What follows belongs to an exercise in optimizing a design on an open flow for small area; a production flow would make more cautious choices. RTL that was checked went through simulation tests only; none was proved equivalent to the original. Power figures rest on the tool's default switching activity, not on a simulated workload.

Setup of run A:
## axis_fir_15
module axis_fir_15 #
    (
        parameter integer C_S00_AXIS_TDATA_WIDTH    = 64,
        parameter integer C_M00_AXIS_TDATA_WIDTH    = 64
    )
    (
        input wire  s00_axis_aclk, s00_axis_aresetn,
        input wire  s00_axis_tlast, s00_axis_tvalid,
        input wire [C_S00_AXIS_TDATA_WIDTH-1 : 0] s00_axis_tdata,
        input wire [(C_S00_AXIS_TDATA_WIDTH/8)-1: 0] s00_axis_tstrb,
        output logic  s00_axis_tready,
        input wire  m00_axis_aclk, m00_axis_aresetn,
        input wire  m00_axis_tready,
        output logic  m00_axis_tvalid, m00_axis_tlast,
        output logic [C_M00_AXIS_TDATA_WIDTH-1 : 0] m00_axis_tdata,
        output logic [(C_M00_AXIS_TDATA_WIDTH/8)-1: 0] m00_axis_tstrb
    );
Settings: LEC_CHECK=0, CAP_MARGIN=20, CORE_MARGIN=2, CORE_UTILIZATION=75, CTS_BUF_LIST=sky130_fd_sc_hd__clkbuf_8, CTS_CLUSTER_DIAMETER=60, CTS_CLUSTER_SIZE=16, SLEW_MARGIN=20, SYNTH_HIERARCHICAL=1; clock period 12.0 ns.
standard.sh (not shown) runs the stock make flow with config.mk's settings and CLKGATE_MAP_FILE= SYNTH_SCRIPT=/design/flow/synth_recipe.tcl, a recipe that flattens the netlist after the stock synthesis.
==> flow/flow/run.sh <==
#!/bin/bash
set -euo pipefail
export BUFFER_PORTS_ARGS="-buffer_cell sky130_fd_sc_hd__buf_1"
export CTS_ARGS="-sink_clustering_enable -repair_clock_nets -buf_list {sky130_fd_sc_hd__clkbuf_4 sky130_fd_sc_hd__clkbuf_8} -sink_clustering_buffer sky130_fd_sc_hd__clkbuf_4 -sink_clustering_size 10 -sink_clustering_max_diameter 40 -dont_use_dummy_load"
bash standard.sh > standard.log 2>&1
Having completed the whole flow, run A delivered a layout that passed the timing, design-rule and antenna checks.
## Diff of input files: run B against run A
==> flow/flow/run.sh <==
#!/bin/bash
set -euo pipefail
export BUFFER_PORTS_ARGS="-buffer_cell sky130_fd_sc_hd__buf_1"
export CTS_ARGS="-sink_clustering_enable -repair_clock_nets -buf_list sky130_fd_sc_hd__clkbuf_16 -sink_clustering_size 32 -sink_clustering_max_diameter 60 -dont_use_dummy_load"
bash standard.sh > standard.log 2>&1
--- outcome ---
- Re power share of the combinational group: run A was higher than run B.
- On maximum frequency, run A tracks run B almost exactly.
- Global-route usage, run B and run A: smaller value in run B
- Compare run B and run A | power higher: run B
Changes in run C relative to run B:
==> flow/flow/run.sh <==
#!/bin/bash
set -euo pipefail
export BUFFER_PORTS_ARGS="-buffer_cell sky130_fd_sc_hd__buf_1"
export CTS_ARGS="-sink_clustering_enable -repair_clock_nets -buf_list sky130_fd_sc_hd__clkbuf_8 -sink_clustering_size 18 -sink_clustering_max_diameter 60 -dont_use_dummy_load"
bash standard.sh > standard.log 2>&1
==> comparison <==
From run B to run C the numbers moved as follows: met1 capacity usage during global routing held steady, initial DRC count shrank by 358, number of buffers added by the clock tree synthesis step grew by 32%.
Going from run B to run C, area of all placed cells without fillers shrinks by 0.84%.


## lagoon
Another version of the RTL of axis_fir_15 (not shown whole).
For scale: roughly 5900 cells after synthesis.
export LEC_CHECK = 0
export CAP_MARGIN = 20
export CORE_MARGIN = 2
export CORE_UTILIZATION = 60
export CTS_BUF_LIST = sky130_fd_sc_hd__clkbuf_8
export CTS_CLUSTER_DIAMETER = 60
export CTS_CLUSTER_SIZE = 16
export SLEW_MARGIN = 20
export SYNTH_HIERARCHICAL = 1
create_clock -name core_clock -period 12.0 [get_ports {s00_axis_aclk}]
==> flow/flow/run.sh <==
#!/bin/bash
set -euo pipefail
export BUFFER_PORTS_ARGS="-buffer_cell sky130_fd_sc_hd__buf_1"
export CTS_ARGS="-sink_clustering_enable -repair_clock_nets -buf_list sky130_fd_sc_hd__clkbuf_16 -sink_clustering_size 30 -sink_clustering_max_diameter 80 -dont_use_dummy_load"
bash standard.sh > standard.log 2>&1
> inputs changed (lagoon -> ember)
==> flow/run.sh (new file) <==
#!/bin/bash
# synth_recipe.tcl (not shown) runs the flow's synth.tcl, then flattens the netlist and writes it again
# the make line also repeats each setting of config.mk as NAME=value (left out here)
make -C /OpenROAD-flow-scripts/flow DESIGN_CONFIG=/design/flow/config.mk WORK_HOME=/design/flow/orfs CLKGATE_MAP_FILE= SYNTH_SCRIPT=/design/flow/synth_recipe.tcl finish
--- a/flow/config.mk
+++ b/flow/config.mk
@@ -12,2 +12,2 @@
-export CTS_CLUSTER_DIAMETER = 60
-export CTS_CLUSTER_SIZE = 16
+export CTS_CLUSTER_DIAMETER = 50
+export CTS_CLUSTER_SIZE = 12
removed: flow/flow/run.sh
removed: flow/standard.sh
### Flow results
Taking lagoon as the reference point, the share of total power in combinational logic of ember falls by 0.7 points.
~same met1 track demand over resource in global routing in ember and lagoon
Relative to lagoon, maximum root-to-sink buffer count increased by 1 in ember.
The initial antenna violation count of ember falls short of that of lagoon by 1.
From lagoon to ember the numbers moved as follows: power saw an increase, routed wire length saw an increase.
### ember -> harbor
--- a/flow/config.mk
+++ b/flow/config.mk
@@ -11,3 +11,3 @@
-export CTS_BUF_LIST = sky130_fd_sc_hd__clkbuf_8
-export CTS_CLUSTER_DIAMETER = 50
-export CTS_CLUSTER_SIZE = 12
+export CTS_BUF_LIST = sky130_fd_sc_hd__clkbuf_16
+export CTS_CLUSTER_DIAMETER = 80
+export CTS_CLUSTER_SIZE = 24
Results
harbor — number of levels in the clock H-tree 1 lower, ember as reference. Maximum vdd ir drop grows by more than 10% when moving from ember to harbor. As of harbor, peak clock frequency supported by timing had fallen slightly compared to ember. The standard cells in harbor occupy less silicon area than those in ember do. harbor against ember: global-route usage over all layers shrank by 0.40 points, worst setup slack down 0.046 ns, global-route wire length before repair now smaller. Row number of CTS-inserted buffers: harbor lower / ember higher.
Relative to harbor, the following input files were edited for raven:
==> flow/flow/run.sh (new file) <==
#!/bin/bash
set -euo pipefail
export BUFFER_PORTS_ARGS="-buffer_cell sky130_fd_sc_hd__buf_1"
export CTS_ARGS="-sink_clustering_enable -repair_clock_nets -buf_list sky130_fd_sc_hd__clkbuf_8 -sink_clustering_size 20 -sink_clustering_max_diameter 50 -dont_use_dummy_load"
bash standard.sh > standard.log 2>&1
==> flow/standard.sh (new file) <==
#!/bin/bash
# synth_recipe.tcl (not shown) runs the flow's synth.tcl, then flattens the netlist and writes it again
# the make line also repeats each setting of config.mk as NAME=value (left out here)
make -C /OpenROAD-flow-scripts/flow DESIGN_CONFIG=/design/flow/config.mk WORK_HOME=/design/flow/orfs CLKGATE_MAP_FILE= SYNTH_SCRIPT=/design/flow/synth_recipe.tcl "${@:-finish}"
--- a/flow/config.mk
+++ b/flow/config.mk
@@ -11,3 +11,3 @@
-export CTS_BUF_LIST = sky130_fd_sc_hd__clkbuf_16
-export CTS_CLUSTER_DIAMETER = 80
-export CTS_CLUSTER_SIZE = 24
+export CTS_BUF_LIST = sky130_fd_sc_hd__clkbuf_8
+export CTS_CLUSTER_DIAMETER = 60
+export CTS_CLUSTER_SIZE = 16
removed: flow/run.sh
Findings:
- raven vs harbor on later-pin clock latency in the skew report: raven is the higher one.
- raven ended up with o21ai_4 as its highest-delay cell along the critical path; harbor ended up with nor2b_4.
- raven vs. harbor: fraction of layout cells with a size suffix above 1 went up, amount of wire on met3 after detailed routing went up, antenna cell count went up, final critical-path share of the clock period went up.


xenon:
axis_fir_15, a different RTL version from the one above (not shown whole).
Size in the first run: about 8000 cells after synthesis, ~3300 flip-flops, about 150 I/O pins, roughly 120000 um2 of cells after synthesis.
export LEC_CHECK = 0
export CAP_MARGIN = 20
export CORE_MARGIN = 2
export CORE_UTILIZATION = 60
export CTS_BUF_LIST = sky130_fd_sc_hd__clkbuf_8
export CTS_CLUSTER_DIAMETER = 60
export CTS_CLUSTER_SIZE = 16
export SLEW_MARGIN = 20
export SYNTH_HIERARCHICAL = 1
create_clock -name core_clock -period 12.0 [get_ports {s00_axis_aclk}]
==> flow/flow/run.sh <==
#!/bin/bash
set -euo pipefail
export BUFFER_PORTS_ARGS="-buffer_cell sky130_fd_sc_hd__buf_1"
export CTS_ARGS="-sink_clustering_enable -repair_clock_nets -buf_list sky130_fd_sc_hd__clkbuf_8 -sink_clustering_size 16 -sink_clustering_max_diameter 60 -dont_use_dummy_load"
bash standard.sh > standard.log 2>&1
xenon completed end to end with timing, DRC and antenna clean.
Setup changes, xenon to tundra
- CAP_MARGIN changed from 20 to 0
- SLEW_MARGIN changed from 20 to 0
--- outcome ---
Part of the total power dissipated in the clock network across tundra and xenon: no real change. Compared with xenon, in tundra instance count of the mapped netlist essentially unchanged, final cycle utilization of the critical path climbed 0.57 points. Between tundra and xenon, the difference in sequential share of layout area is negligible. Comparing xenon with tundra, the via count came out essentially unchanged. Power density of the placed cells across tundra and xenon: no real change. [tundra vs xenon] detailed-routed wire length on met3: lower in tundra. Across both runs, placed wire-length estimate after detailed placement was lower for tundra than for xenon.
Function was not checked in any run of this note: the RTL went through the layout flow alone.


the reference run:
axis_fir_15, a different RTL version from the one above (not shown whole).
Size: roughly 7800 cells after synthesis, about 3300 flip-flops, ~150 I/O pins.
export LEC_CHECK = 0
export CAP_MARGIN = 20
export CORE_MARGIN = 2
export CORE_UTILIZATION = 70
export CTS_BUF_LIST = sky130_fd_sc_hd__clkbuf_8
export CTS_CLUSTER_DIAMETER = 60
export CTS_CLUSTER_SIZE = 16
export SLEW_MARGIN = 20
export SYNTH_HIERARCHICAL = 1
create_clock -name core_clock -period 12.0 [get_ports {s00_axis_aclk}]
==> flow/flow/run.sh <==
#!/bin/bash
set -euo pipefail
export BUFFER_PORTS_ARGS="-buffer_cell sky130_fd_sc_hd__buf_1"
export CTS_ARGS="-sink_clustering_enable -repair_clock_nets -buf_list sky130_fd_sc_hd__clkbuf_8 -sink_clustering_size 18 -sink_clustering_max_diameter 60 -dont_use_dummy_load"
bash standard.sh > standard.log 2>&1
For the trial run, these inputs were changed with respect to the reference run:
Settings: changing CORE_UTILIZATION from 70 to 75.
==> flow/flow/run.sh <==
#!/bin/bash
set -euo pipefail
export BUFFER_PORTS_ARGS="-buffer_cell sky130_fd_sc_hd__buf_1"
export CTS_ARGS="-sink_clustering_enable -repair_clock_nets -buf_list sky130_fd_sc_hd__clkbuf_8 -sink_clustering_size 19 -sink_clustering_max_diameter 60 -dont_use_dummy_load"
bash standard.sh > standard.log 2>&1
Results
- The reference run completed every stage of the flow, and the final layout passed the timing, design-rule and antenna checks.
- The trial run: all stages complete, timing, DRC and antenna checks passed
- | number of antenna cells inserted | the trial run vs the reference run | 2 lower |
- Looking at the reference run and the trial run, the multi-input combinational area share is a wash.
- Comparing the two runs side by side, the trial run comes out behind the reference run on clock period minus final worst setup slack.
- In terms of via count, the trial run and the reference run differ only marginally.
- Comparing the reference run and the trial run, the lower proportion of power drawn by the clock network is on the trial run.


axis_fir_15 with an RTL version that a note above also has.
Size in the first run: roughly 5900 cells after synthesis, about 3300 flip-flops, roughly 150 I/O pins, ~120000 sq um of cells after synthesis.
// axis_fir_15
module axis_fir_15 #
    (
        parameter integer C_S00_AXIS_TDATA_WIDTH    = 64,
        parameter integer C_M00_AXIS_TDATA_WIDTH    = 64
    )
    (
        input wire  s00_axis_aclk, s00_axis_aresetn,
        input wire  s00_axis_tlast, s00_axis_tvalid,
        input wire [C_S00_AXIS_TDATA_WIDTH-1 : 0] s00_axis_tdata,
        input wire [(C_S00_AXIS_TDATA_WIDTH/8)-1: 0] s00_axis_tstrb,
        output logic  s00_axis_tready,
        input wire  m00_axis_aclk, m00_axis_aresetn,
        input wire  m00_axis_tready,
        output logic  m00_axis_tvalid, m00_axis_tlast,
        output logic [C_M00_AXIS_TDATA_WIDTH-1 : 0] m00_axis_tdata,
        output logic [(C_M00_AXIS_TDATA_WIDTH/8)-1: 0] m00_axis_tstrb
    );
export LEC_CHECK = 0
export CAP_MARGIN = 20
export CORE_MARGIN = 2
export CORE_UTILIZATION = 60
export CTS_BUF_LIST = sky130_fd_sc_hd__clkbuf_8
export CTS_CLUSTER_DIAMETER = 60
export CTS_CLUSTER_SIZE = 16
export SLEW_MARGIN = 20
export SYNTH_HIERARCHICAL = 1
create_clock -name core_clock -period 12.0 [get_ports {s00_axis_aclk}]
==> flow/flow/run.sh <==
#!/bin/bash
set -euo pipefail
export BUFFER_PORTS_ARGS="-buffer_cell sky130_fd_sc_hd__buf_1"
export CTS_ARGS="-sink_clustering_enable -repair_clock_nets -buf_list sky130_fd_sc_hd__clkbuf_8 -sink_clustering_size 16 -sink_clustering_max_diameter 60 -dont_use_dummy_load"
bash standard.sh > standard.log 2>&1
Edit:
==> flow/run.sh (new file) <==
#!/bin/bash
# synth_recipe.tcl (not shown) runs the flow's synth.tcl, then flattens the netlist and writes it again
# the make line also repeats each setting of config.mk as NAME=value (left out here)
make -C /OpenROAD-flow-scripts/flow DESIGN_CONFIG=/design/flow/config.mk WORK_HOME=/design/flow/orfs CLKGATE_MAP_FILE= SYNTH_SCRIPT=/design/flow/synth_recipe.tcl finish
--- a/flow/config.mk
+++ b/flow/config.mk
@@ -11,3 +11,3 @@
-export CTS_BUF_LIST = sky130_fd_sc_hd__clkbuf_8
-export CTS_CLUSTER_DIAMETER = 60
-export CTS_CLUSTER_SIZE = 16
+export CTS_BUF_LIST = sky130_fd_sc_hd__clkbuf_4
+export CTS_CLUSTER_DIAMETER = 40
+export CTS_CLUSTER_SIZE = 8
removed: flow/flow/run.sh
removed: flow/standard.sh
After rerunning: The new run produced a clean layout; clock-buffer cell count rose by 360; register-to-register slack got worse by 0.05 ns; core utilization rose by 1.5 points; clock skew rose by 0.012 ns; final area rose by 2.4%; total power rose by 7.9%.
Edit:
--- a/flow/config.mk
+++ b/flow/config.mk
@@ -10,4 +10,5 @@
-export CORE_UTILIZATION = 60
-export CTS_BUF_LIST = sky130_fd_sc_hd__clkbuf_4
-export CTS_CLUSTER_DIAMETER = 40
-export CTS_CLUSTER_SIZE = 8
+export CORE_UTILIZATION = 70
+export CTS_BUF_LIST = sky130_fd_sc_hd__clkbuf_8
+export CTS_CLUSTER_DIAMETER = 60
+export CTS_CLUSTER_SIZE = 16
+export GPL_TIMING_DRIVEN = 0
Effect:
- power shrinks by 6.0%
- non-clock buffer count grows by 99
- cell area shrinks by 1.5%
- die area shrinks by 14%
- clock-buffer cell count shrinks by 364
- sequential share of layout area grows by 1.1 points
- final cell count shrinks by about 7%
- sequential power barely changes


oak:
axis_fir_15, a different RTL version from the one above (not shown whole).
Size in the first run: about 3300 flip-flops, about 0.12 mm² of cells after synthesis.
export LEC_CHECK = 0
export CAP_MARGIN = 20
export CORE_MARGIN = 2
export CORE_UTILIZATION = 60
export CTS_BUF_LIST = sky130_fd_sc_hd__clkbuf_8
export CTS_CLUSTER_DIAMETER = 60
export CTS_CLUSTER_SIZE = 16
export SLEW_MARGIN = 20
export SYNTH_HIERARCHICAL = 1
create_clock -name core_clock -period 12.0 [get_ports {s00_axis_aclk}]
==> flow/flow/run.sh <==
#!/bin/bash
set -euo pipefail
export BUFFER_PORTS_ARGS="-buffer_cell sky130_fd_sc_hd__buf_1"
export CTS_ARGS="-sink_clustering_enable -repair_clock_nets -buf_list sky130_fd_sc_hd__clkbuf_8 -sink_clustering_size 16 -sink_clustering_max_diameter 60 -dont_use_dummy_load"
bash standard.sh > standard.log 2>&1
Edits applied to the flow inputs when going from oak to pine:
Settings: swapping 60 for 75 in CORE_UTILIZATION.
==> flow/flow/run.sh <==
#!/bin/bash
set -euo pipefail
export BUFFER_PORTS_ARGS="-buffer_cell sky130_fd_sc_hd__buf_1"
export CTS_ARGS="-sink_clustering_enable -repair_clock_nets -buf_list sky130_fd_sc_hd__clkbuf_8 -sink_clustering_size 18 -sink_clustering_max_diameter 60 -dont_use_dummy_load"
bash standard.sh > standard.log 2>&1
[summary]
- Summary of the comparison: effective utilization at floorplan is higher in pine, relative to oak.
- [pine] wire length of the first global-routing pass fell about 2.5% relative to oak
- Number of tap cells inserted down 482 in pine wrt oak
- pine ended up with fewer standard cells than oak.
- Post-synthesis cell area: oak vs pine identical
- Height of the die in pine vs oak: down 46 µm
- Comparing pine against oak, there is no change at all in synthesized cell count.
- | layout-stage area growth over the synthesis result | pine vs oak | 0.82 points lower |
- pine vs. oak: power shrank by 1.2%, number of enable-type register cells in the synthesized netlist held steady.
- Clock latency at the later pin of the worst-skew pair on pine is down relative to oak.

## port drivers added, routing unchanged
How much do the figures lean on ideal ports? The routed layouts below were timed once more, with nothing changed but the port constraints.
Step 1 assumes that a clkbuf_16 drives the clock port and a buf_2 every other input.
Step 2, shift: input delay + t, output delay - t, t = (earliest + latest rising clock arrival at the registers) / 2. This alone moves slack from input paths to output paths.
a / b / c = no drivers / after step 1 / after step 2; a / b = the first two.
run | t, ns | slack for setup (ns) | clock arrival spread, ns | slew at the worst register clock pin (ns) | pins driven straight from the clock port
run A | 1.064 | 1.219 / 1.219 / 1.219 | 0.090 / 0.090 | 0.12 / 0.12 | 1
run B | 0.875 | 1.219 / 1.219 / 1.219 | 0.086 / 0.086 | 0.12 / 0.12 | 1
run C | 0.996 | 1.119 / 1.119 / 1.119 | 0.077 / 0.077 | 0.12 / 0.12 | 1
lagoon | 0.883 | 2.117 / 2.117 / 2.117 | 0.065 / 0.066 | 0.11 / 0.11 | 1
ember | 1.113 | 2.290 / 2.290 / 2.290 | 0.056 / 0.056 | 0.09 / 0.09 | 1
harbor | 0.916 | 2.244 / 2.244 / 2.244 | 0.032 / 0.032 | 0.10 / 0.10 | 1
raven | 1.091 | 2.180 / 2.180 / 2.180 | 0.109 / 0.110 | 0.11 / 0.11 | 1
xenon | 1.081 | 1.663 / 1.663 / 1.663 | 0.096 / 0.096 | 0.11 / 0.11 | 1
tundra | 1.087 | 1.595 / 1.595 / 1.595 | 0.082 / 0.082 | 0.11 / 0.11 | 1
the reference run | 1.049 | 0.748 / 0.748 / 0.748 | 0.071 / 0.072 | 0.11 / 0.11 | 1
the trial run | 0.983 | 0.488 / 0.488 / 0.488 | 0.091 / 0.091 | 0.12 / 0.12 | 1
the first run of note 5 | 1.044 | 2.187 / 2.187 / 2.187 | 0.090 / 0.091 | 0.11 / 0.11 | 1
the second run of note 5 | 1.392 | 2.134 / 2.134 / 2.134 | 0.087 / 0.087 | 0.10 / 0.10 | 1
the third run of note 5 | 1.123 | 1.192 / 1.192 / 1.192 | 0.055 / 0.055 | 0.11 / 0.11 | 1
oak | 1.083 | 4.265 / 4.265 / 4.265 | 0.089 / 0.089 | 0.11 / 0.11 | 1
pine | 0.992 | 4.154 / 4.154 / 4.084 | 0.105 / 0.105 | 0.12 / 0.12 | 1
After both steps every run listed still meets setup and hold. The setup slack of pine, which loses most, moves by 0.000 ns with the drivers and by -0.070 ns with both steps.
